Background: an optimization exercise with open tools, aiming at small area and a short achievable clock period. Do not read the settings as production practice.
The RTL was checked by simulation tests, not by an equivalence proof against the original design.

Setup of the reference run:
// hb_filter
module hb_filter(input logic clk,
                 input logic reset_n,
                 input logic signed [15:0] x_in,
                 output logic signed [15:0] y_out);
  logic signed [15:0] taps [0:24];
  always_ff @(posedge clk or negedge reset_n) begin
    if (~reset_n) begin
      for (int k = 0; k < 25; k = k + 1) taps[k] <= 16'sd0;
    end else begin
      for (int k = 24; k > 0; k = k - 1) taps[k] <= taps[k-1];
      taps[0] <= x_in;
    end
  end
  wire signed [16:0] pc3 = taps[4] + taps[18];
  wire signed [16:0] pc4 = taps[6] + taps[16];
  wire signed [16:0] pc5 = taps[8] + taps[14];
  logic [7:0] u1_l;
  logic u1_c;
  logic [8:0] u1_h;
  wire s1, c2;
  assign s1 = taps[0][0] ^ taps[22][0];
  assign c2 = taps[0][0] & taps[22][0];
  always_ff @(posedge clk) u1_l[0] <= s1;
  wire s3, c4;
  assign s3 = taps[0][1] ^ taps[22][1] ^ c2;
  assign c4 = (taps[0][1] & taps[22][1]) | (taps[0][1] & c2) | (taps[22][1] & c2);
  always_ff @(posedge clk) u1_l[1] <= s3;
  wire s5, c6;
  assign s5 = taps[0][2] ^ taps[22][2] ^ c4;
  assign c6 = (taps[0][2] & taps[22][2]) | (taps[0][2] & c4) | (taps[22][2] & c4);
  ...
Size: roughly 2000 cells after synthesis, ~31000 um2 of cells after synthesis.
==> flow/config.mk <==
export PLATFORM = sky130hd
export DESIGN_NAME = hb_filter
export DESIGN_NICKNAME = hb_filter
export VERILOG_FILES = /design/flow/design.v
export SDC_FILE = /design/flow/constraint.sdc
export NUM_CORES = 4
export LEC_CHECK = 0
export CAP_MARGIN = 20
export CORE_MARGIN = 2
export CORE_UTILIZATION = 40
export SLEW_MARGIN = 20
==> flow/constraint.sdc <==
create_clock -name core_clock -period 16.0 [get_ports {clk}]
set_input_delay 3.2000 -clock core_clock [delete_from_list [all_inputs] [get_ports {clk}]]
set_output_delay 3.2000 -clock core_clock [all_outputs]
set_load 0.01 [all_outputs]
standard.sh (not shown) runs the stock make flow with config.mk's settings and CLKGATE_MAP_FILE= SYNTH_SCRIPT=/design/flow/synth_recipe.tcl, a recipe that flattens the netlist after the stock synthesis.
==> flow/flow/run.sh <==
#!/bin/bash
# Standard layout; synthesis skips Yosys's early "abc -fast" so that the full-adder
# trees written in the RTL reach extract_fa unchanged; repair aims at a large setup margin.
set -euo pipefail
bash standard.sh SYNTH_ARGS=-noabc SETUP_SLACK_MARGIN=11.65 CORE_UTILIZATION=55 CTS_CLUSTER_SIZE=25 CTS_CLUSTER_DIAMETER=90 finish > standard.log 2>&1
The inputs of the trial run differ from those of the reference run as listed below.
==> flow/flow/run.sh <==
#!/bin/bash
# Standard layout; synthesis skips Yosys's early "abc -fast" so that the full-adder
# trees written in the RTL reach extract_fa unchanged; repair aims at a large setup margin.
set -euo pipefail
bash standard.sh SYNTH_ARGS=-noabc SETUP_SLACK_MARGIN=11.55 CORE_UTILIZATION=65 PLACE_DENSITY=0.75 CTS_CLUSTER_SIZE=20 CTS_CLUSTER_DIAMETER=80 finish > standard.log 2>&1
Results
Having completed the whole flow, the reference run delivered a layout that passed the timing, DRC and antenna checks. In summary, the trial run completed successfully, with a layout that passed the timing, DRC and antenna checks. The trial run supports a lower top clock frequency than the reference run. For the trial run, the critical path endpoint was w35[18], unlike the reference run, where it was y_out[9]. Core util | the trial run vs the reference run | the trial run higher. The trial run against the reference run: share of final layout cell area taken by non-clock buffers -0.27 points, first-pass GRT wire length now smaller.

hb_filter again, from the RTL that the note above started with.
==> flow/config.mk <==
export PLATFORM = sky130hd
export DESIGN_NAME = hb_filter
export DESIGN_NICKNAME = hb_filter
export VERILOG_FILES = /design/flow/design.v
export SDC_FILE = /design/flow/constraint.sdc
export NUM_CORES = 4
export LEC_CHECK = 0
export CAP_MARGIN = 20
export CORE_MARGIN = 2
export CORE_UTILIZATION = 40
export SLEW_MARGIN = 20
==> flow/constraint.sdc <==
create_clock -name core_clock -period 16.0 [get_ports {clk}]
set_input_delay 3.2000 -clock core_clock [delete_from_list [all_inputs] [get_ports {clk}]]
set_output_delay 3.2000 -clock core_clock [all_outputs]
set_load 0.01 [all_outputs]
==> flow/flow/run.sh <==
#!/bin/bash
# Standard layout; synthesis skips Yosys's early "abc -fast" so that the full-adder
# trees written in the RTL reach extract_fa unchanged; repair aims at a large setup margin.
set -euo pipefail
bash standard.sh SYNTH_ARGS=-noabc SETUP_SLACK_MARGIN=11.55 CORE_UTILIZATION=55 CTS_CLUSTER_SIZE=20 CTS_CLUSTER_DIAMETER=80 finish > standard.log 2>&1
The baseline finished with timing, DRC and antenna clean.
Next try:
==> flow/flow/run.sh (replaced) <==
#!/bin/bash
# Standard layout; synthesis skips Yosys's early "abc -fast" so that the full-adder
# trees written in the RTL reach extract_fa unchanged; repair aims at a large setup margin.
set -euo pipefail
bash standard.sh SYNTH_ARGS=-noabc SETUP_SLACK_MARGIN=11.55 CTS_CLUSTER_SIZE=20 CTS_CLUSTER_DIAMETER=80 finish > standard.log 2>&1
After rerunning:
- cell count grows by 8.3%
- cell area grows by 1.2%
- die area grows by 37%
- first-iteration DRC count grows by 12%
Next try:
==> flow/flow/run.sh (replaced) <==
#!/bin/bash
# Standard layout; synthesis skips Yosys's early "abc -fast" so that the full-adder
# trees written in the RTL reach extract_fa unchanged; repair aims at a large setup margin.
set -euo pipefail
bash standard.sh SYNTH_ARGS=-noabc SETUP_SLACK_MARGIN=11.75 CORE_UTILIZATION=55 CTS_CLUSTER_SIZE=20 CTS_CLUSTER_DIAMETER=80 finish > standard.log 2>&1
Utilization rises by 17 points.
Maximum frequency goes up by 4.2%.
Cell area increases by 0.79%.
Count of clock-buffer cells in the layout came out higher by 3.
Next try:
==> flow/flow/run.sh (replaced) <==
#!/bin/bash
# Standard layout; synthesis skips Yosys's early "abc -fast" so that the full-adder
# trees written in the RTL reach extract_fa unchanged; repair aims at a large setup margin.
set -euo pipefail
bash standard.sh SYNTH_ARGS=-noabc SETUP_SLACK_MARGIN=11.65 CORE_UTILIZATION=55 PLACE_DENSITY=0.7 CTS_CLUSTER_SIZE=25 CTS_CLUSTER_DIAMETER=90 finish > standard.log 2>&1
- The new run finished with antenna rules left
- non-clock buffer count goes down by 18
- worst setup slack loses 0.11 ns
- wire length came out lower by 2.7%
- synthesized cell count stays the same
Next try:
==> flow/flow/run.sh (replaced) <==
#!/bin/bash
# Standard layout; synthesis skips Yosys's early "abc -fast" so that the full-adder
# trees written in the RTL reach extract_fa unchanged; repair aims at a large setup margin.
set -euo pipefail
bash standard.sh SYNTH_ARGS=-noabc SETUP_SLACK_MARGIN=11.6 CORE_UTILIZATION=55 CTS_CLUSTER_SIZE=25 CTS_CLUSTER_DIAMETER=90 finish > standard.log 2>&1
=> The new run completed without violations. Register-to-register slack got worse by 0.03 ns. Core utilization falls by 0.44 points. Final cell count went down slightly. Hold slack improves by 0.0059 ns.

what the ideal ports hide:
The flow's constraints put no driver on any port. The routed layouts listed below were extracted and timed again, unchanged, in two steps.
Step 1 sets driving cells, clkbuf_16 on the clock port and buf_2 on the other inputs (assumed; they add their load-dependent delay and slew).
Step 2 moves the port delays by t, midway between the first and last clock arrival at a register: inputs arrive t later, outputs are due t later. That takes back most of the time a late clock gives input paths.
Three values: no drivers, after step 1, after step 2; two values: the first two.
run | t, ns | slack for setup (ns) | hold slack, ns | clock arrival spread, ns
the reference run | 0.663 | 11.730 / 11.671 / 11.387 | 0.344 / 0.344 / 0.344 | 0.020 / 0.020
the trial run | 0.631 | 11.608 / 11.585 / 11.503 | 0.326 / 0.326 / 0.326 | 0.050 / 0.051
the first run of note 2 | 0.631 | 11.610 / 11.553 / 11.264 | 0.343 / 0.343 / 0.343 | 0.022 / 0.023
the second run of note 2 | 0.648 | 11.596 / 11.535 / 11.096 | 0.327 / 0.327 / 0.327 | 0.036 / 0.036
the third run of note 2 | 0.633 | 11.775 / 11.717 / 11.390 | 0.342 / 0.342 / 0.342 | 0.027 / 0.026
the fourth run of note 2 | 0.665 | 11.663 / 11.663 / 11.285 | 0.336 / 0.336 / 0.336 | 0.036 / 0.036
the fifth run of note 2 | 0.663 | 11.631 / 11.593 / 11.274 | 0.342 / 0.342 / 0.342 | 0.020 / 0.020
The setup slack of the second run of note 2, which loses most, moves by -0.061 ns with the drivers and by -0.500 ns with both steps. The worst setup slack also covers recovery checks on asynchronous resets.
